What follows belongs to an exercise in optimizing a design on an open flow for small area, a short achievable clock period and few clock cycles per item; a production flow would make more cautious choices.
Function was checked by simulation only, so behaviour that the tests miss may differ from the original.
Power figures rest on the tool's default switching activity, not on a simulated workload.

// binary_division
module binary_division #(
    parameter   INTEGER_SIZE = 16,
                FRACT_SIZE = 16
) (
    input   wire                                            clk, rst, start_div,
    input   wire signed[INTEGER_SIZE+FRACT_SIZE-1:0]        dividend, divisor,
    output  reg  signed[INTEGER_SIZE+FRACT_SIZE-1:0]        Q_output,
    output  reg                                             end_div
);
==> flow/config.mk <==
export PLATFORM = sky130hd
export DESIGN_NAME = binary_division
export DESIGN_NICKNAME = binary_division
export VERILOG_FILES = /design/flow/design.v
export SDC_FILE = /design/flow/constraint.sdc
export NUM_CORES = 4
export LEC_CHECK = 0
export CAP_MARGIN = 20
export CORE_MARGIN = 2
export CORE_UTILIZATION = 40
export SETUP_SLACK_MARGIN = 3.0
export SLEW_MARGIN = 20
==> flow/constraint.sdc <==
create_clock -name core_clock -period 6.0 [get_ports {clk}]
set_input_delay 1.2000 -clock core_clock [delete_from_list [all_inputs] [get_ports {clk}]]
set_output_delay 1.2000 -clock core_clock [all_outputs]
set_load 0.01 [all_outputs]
standard.sh (not shown) runs the stock make flow with config.mk's settings and CLKGATE_MAP_FILE= SYNTH_SCRIPT=/design/flow/synth_recipe.tcl, a recipe that flattens the netlist after the stock synthesis.
==> flow/flow/run.sh <==
#!/bin/bash
# The standard ORFS layout, with one change: the port buffers that
# global placement adds use the smallest buffer cell (buf_1) instead of the
# resizer's default pick. Every port still gets its own buffer.
set -euo pipefail
export BUFFER_PORTS_ARGS="-buffer_cell sky130_fd_sc_hd__buf_1"
bash standard.sh finish > standard_flow.log 2>&1
Testbench counts at the start, summed over its fixed seeds: cycles 46,113, items 1,600.
Change:
--- a/flow/config.mk
+++ b/flow/config.mk
@@ -10 +10 @@
-export CORE_UTILIZATION = 40
+export CORE_UTILIZATION = 60
Worst hold slack improved by 0.011 ns.
Worst setup slack is better by 0.021 ns.
Maximum frequency is higher by about 0.7%.
Final cell count drops by about 7%.
Synthesized cell count stays the same.
Change:
--- a/flow/config.mk
+++ b/flow/config.mk
@@ -10 +10 @@
-export CORE_UTILIZATION = 60
+export CORE_UTILIZATION = 70
Effect: Count of clock-buffer cells in the layout is lower by 1. Cell count came out lower by 1.9%. Setup slack is worse by 0.023 ns. Global-route usage rose by 6.1 points. Clock skew is about the same.
Change:
==> flow/run.sh (new file) <==
#!/bin/bash
# synth_recipe.tcl (not shown) runs the flow's synth.tcl, then flattens the netlist and writes it again
# the make line also repeats each setting of config.mk as NAME=value (left out here)
make -C /OpenROAD-flow-scripts/flow DESIGN_CONFIG=/design/flow/config.mk WORK_HOME=/design/flow/orfs CLKGATE_MAP_FILE= SYNTH_SCRIPT=/design/flow/synth_recipe.tcl finish
--- a/flow/config.mk
+++ b/flow/config.mk
@@ -10 +10 @@
-export CORE_UTILIZATION = 70
+export CORE_UTILIZATION = 40
removed: flow/flow/run.sh
removed: flow/standard.sh
Final cell count came out higher by 8.6%.
First-iteration DRC count came out lower by 63%.
Total power came out higher by 3.4%.
Final area came out higher by 10%.
Global-route usage came out lower by 17 points.
Hold slack is worse by 0.011 ns.
Area after synthesis stays the same.

---

Setup of run A:
Another version of the RTL of binary_division (not shown whole).
Size in the first run: roughly 110 flip-flops, about 100 I/O pins, about 7100 um2 of cells after synthesis.
==> flow/design.v (excerpt) <==
module binary_division #(
    parameter   INTEGER_SIZE = 16,
                FRACT_SIZE = 16
) (
    input   wire                                            clk, rst, start_div,
    input   wire signed[INTEGER_SIZE+FRACT_SIZE-1:0]        dividend, divisor,
    output  reg  signed[INTEGER_SIZE+FRACT_SIZE-1:0]        Q_output,
    output  reg                                             end_div
);
Settings: LEC_CHECK=0, CAP_MARGIN=20, CORE_MARGIN=2, CORE_UTILIZATION=50, CTS_BUF_LIST=sky130_fd_sc_hd__clkbuf_4 sky130_fd_sc_hd__clkbuf_8, SETUP_SLACK_MARGIN=3.0, SLEW_MARGIN=20; clock period 6.0 ns.
==> flow/flow/run.sh <==
#!/bin/bash
# The standard ORFS layout, with one change: the port buffers that
# global placement adds use the smallest buffer cell (buf_1) instead of the
# resizer's default pick. Every port still gets its own buffer.
set -euo pipefail
export BUFFER_PORTS_ARGS="-buffer_cell sky130_fd_sc_hd__buf_1"
bash standard.sh finish > standard_flow.log 2>&1
Run A went all the way through the flow, and no timing, DRC or antenna check failed.
Testbench counts of run A, summed over its fixed seeds: cycles 46,113, items 1,600.
diff inputs: run A => run B
--- a/flow/config.mk
+++ b/flow/config.mk
@@ -7,6 +7,6 @@
 export LEC_CHECK = 0
+export ABC_CLOCK_PERIOD_IN_PS = 2500
 export CAP_MARGIN = 20
 export CORE_MARGIN = 2
-export CORE_UTILIZATION = 50
-export CTS_BUF_LIST = sky130_fd_sc_hd__clkbuf_4 sky130_fd_sc_hd__clkbuf_8
+export CORE_UTILIZATION = 60
 export SETUP_SLACK_MARGIN = 3.0
## What came out
The count of instances resized after the clock tree is built reported for run B is greater than that of run A by 2. When run B is measured against run A, its leakage component of the power turns out about 1.2% higher. When run B is measured against run A, its starting utilization of the core area turns out 11 points higher. On run B: time the worst path needs with I/O delays and setup is 5.7 ps lower than what run A gave. As far as multi-input gate share of the layout cell area is concerned, run A and run B perform about the same. On sum of met3 wire segment lengths after detailed routing, the lower figure sits with run A, not run B. Run B consumes more power than run A does. Clock latency on the worst-skew pair (lower): run B. [run B vs run A] peak supply drop: higher in run B. Compared to run A, the router laid down less metal wire for run B. Between run B and run A, the clock-buffer cell count is lower for run A.
Changes in run C relative to run B:
--- a/flow/config.mk
+++ b/flow/config.mk
@@ -7,3 +7,2 @@
 export LEC_CHECK = 0
-export ABC_CLOCK_PERIOD_IN_PS = 2500
 export CAP_MARGIN = 20
@@ -11,3 +10,3 @@
 export CORE_UTILIZATION = 60
-export SETUP_SLACK_MARGIN = 3.0
+export SETUP_SLACK_MARGIN = 2.5
 export SLEW_MARGIN = 20
### Flow results
After detailed routing, run B needs more wire than run C. Run C against run B: number of cells traversed by the worst register-to-register path down 1, number of clock buffers in the layout down 1, data arrival at the endpoint of the critical path up 190 ps, post-route worst setup slack down 330 ps, clock network fraction of design power down 0.4 points. Going from run B to run C, net load switching power -about 6%, global-route wire length before repair now smaller. Every stage of the flow completed for run C, and the final layout passed the timing, DRC and antenna checks. Run B has a higher area growth from synthesis to layout than run C.

==> separate check: timing with driven ports <==
How much do the figures lean on ideal ports? The routed layouts below were timed once more, with nothing changed but the port constraints. Step 1, drivers: a clkbuf_16 drives clk and a buf_2 each remaining input, both assumed. Step 2 moves the port delays by t, midway between the first and last clock arrival at a register: inputs arrive t later, outputs are due t later. That takes back most of the time a late clock gives input paths. a / b / c = ideal ports / drivers / drivers and shift; a / b = the first two.
| run | t (ns) | setup WS [ns] | latest minus earliest clock arrival (ns) | slew at the worst register clock pin (ns) |
|---|---|---|---|---|
| the first run of note 1 | 0.411 | 2.871 / 2.871 / 2.798 | 0.016 / 0.016 | 0.09 / 0.09 |
| the second run of note 1 | 0.409 | 2.892 / 2.892 / 2.697 | 0.010 / 0.010 | 0.08 / 0.08 |
| the third run of note 1 | 0.437 | 2.869 / 2.869 / 2.629 | 0.008 / 0.008 | 0.11 / 0.11 |
| the fourth run of note 1 | 0.397 | 2.799 / 2.799 / 2.684 | 0.010 / 0.010 | 0.08 / 0.08 |
| run A | 0.433 | 3.000 / 3.000 / 2.615 | 0.018 / 0.018 | 0.12 / 0.12 |
| run B | 0.398 | 3.006 / 3.006 / 2.761 | 0.006 / 0.006 | 0.08 / 0.08 |
| run C | 0.393 | 2.679 / 2.702 / 2.309 | 0.010 / 0.010 | 0.07 / 0.07 |
After both steps setup and hold are still met in every run listed. For run A, which loses most, drivers alone change the setup slack by 0.000 ns; drivers and shift together by -0.385 ns.
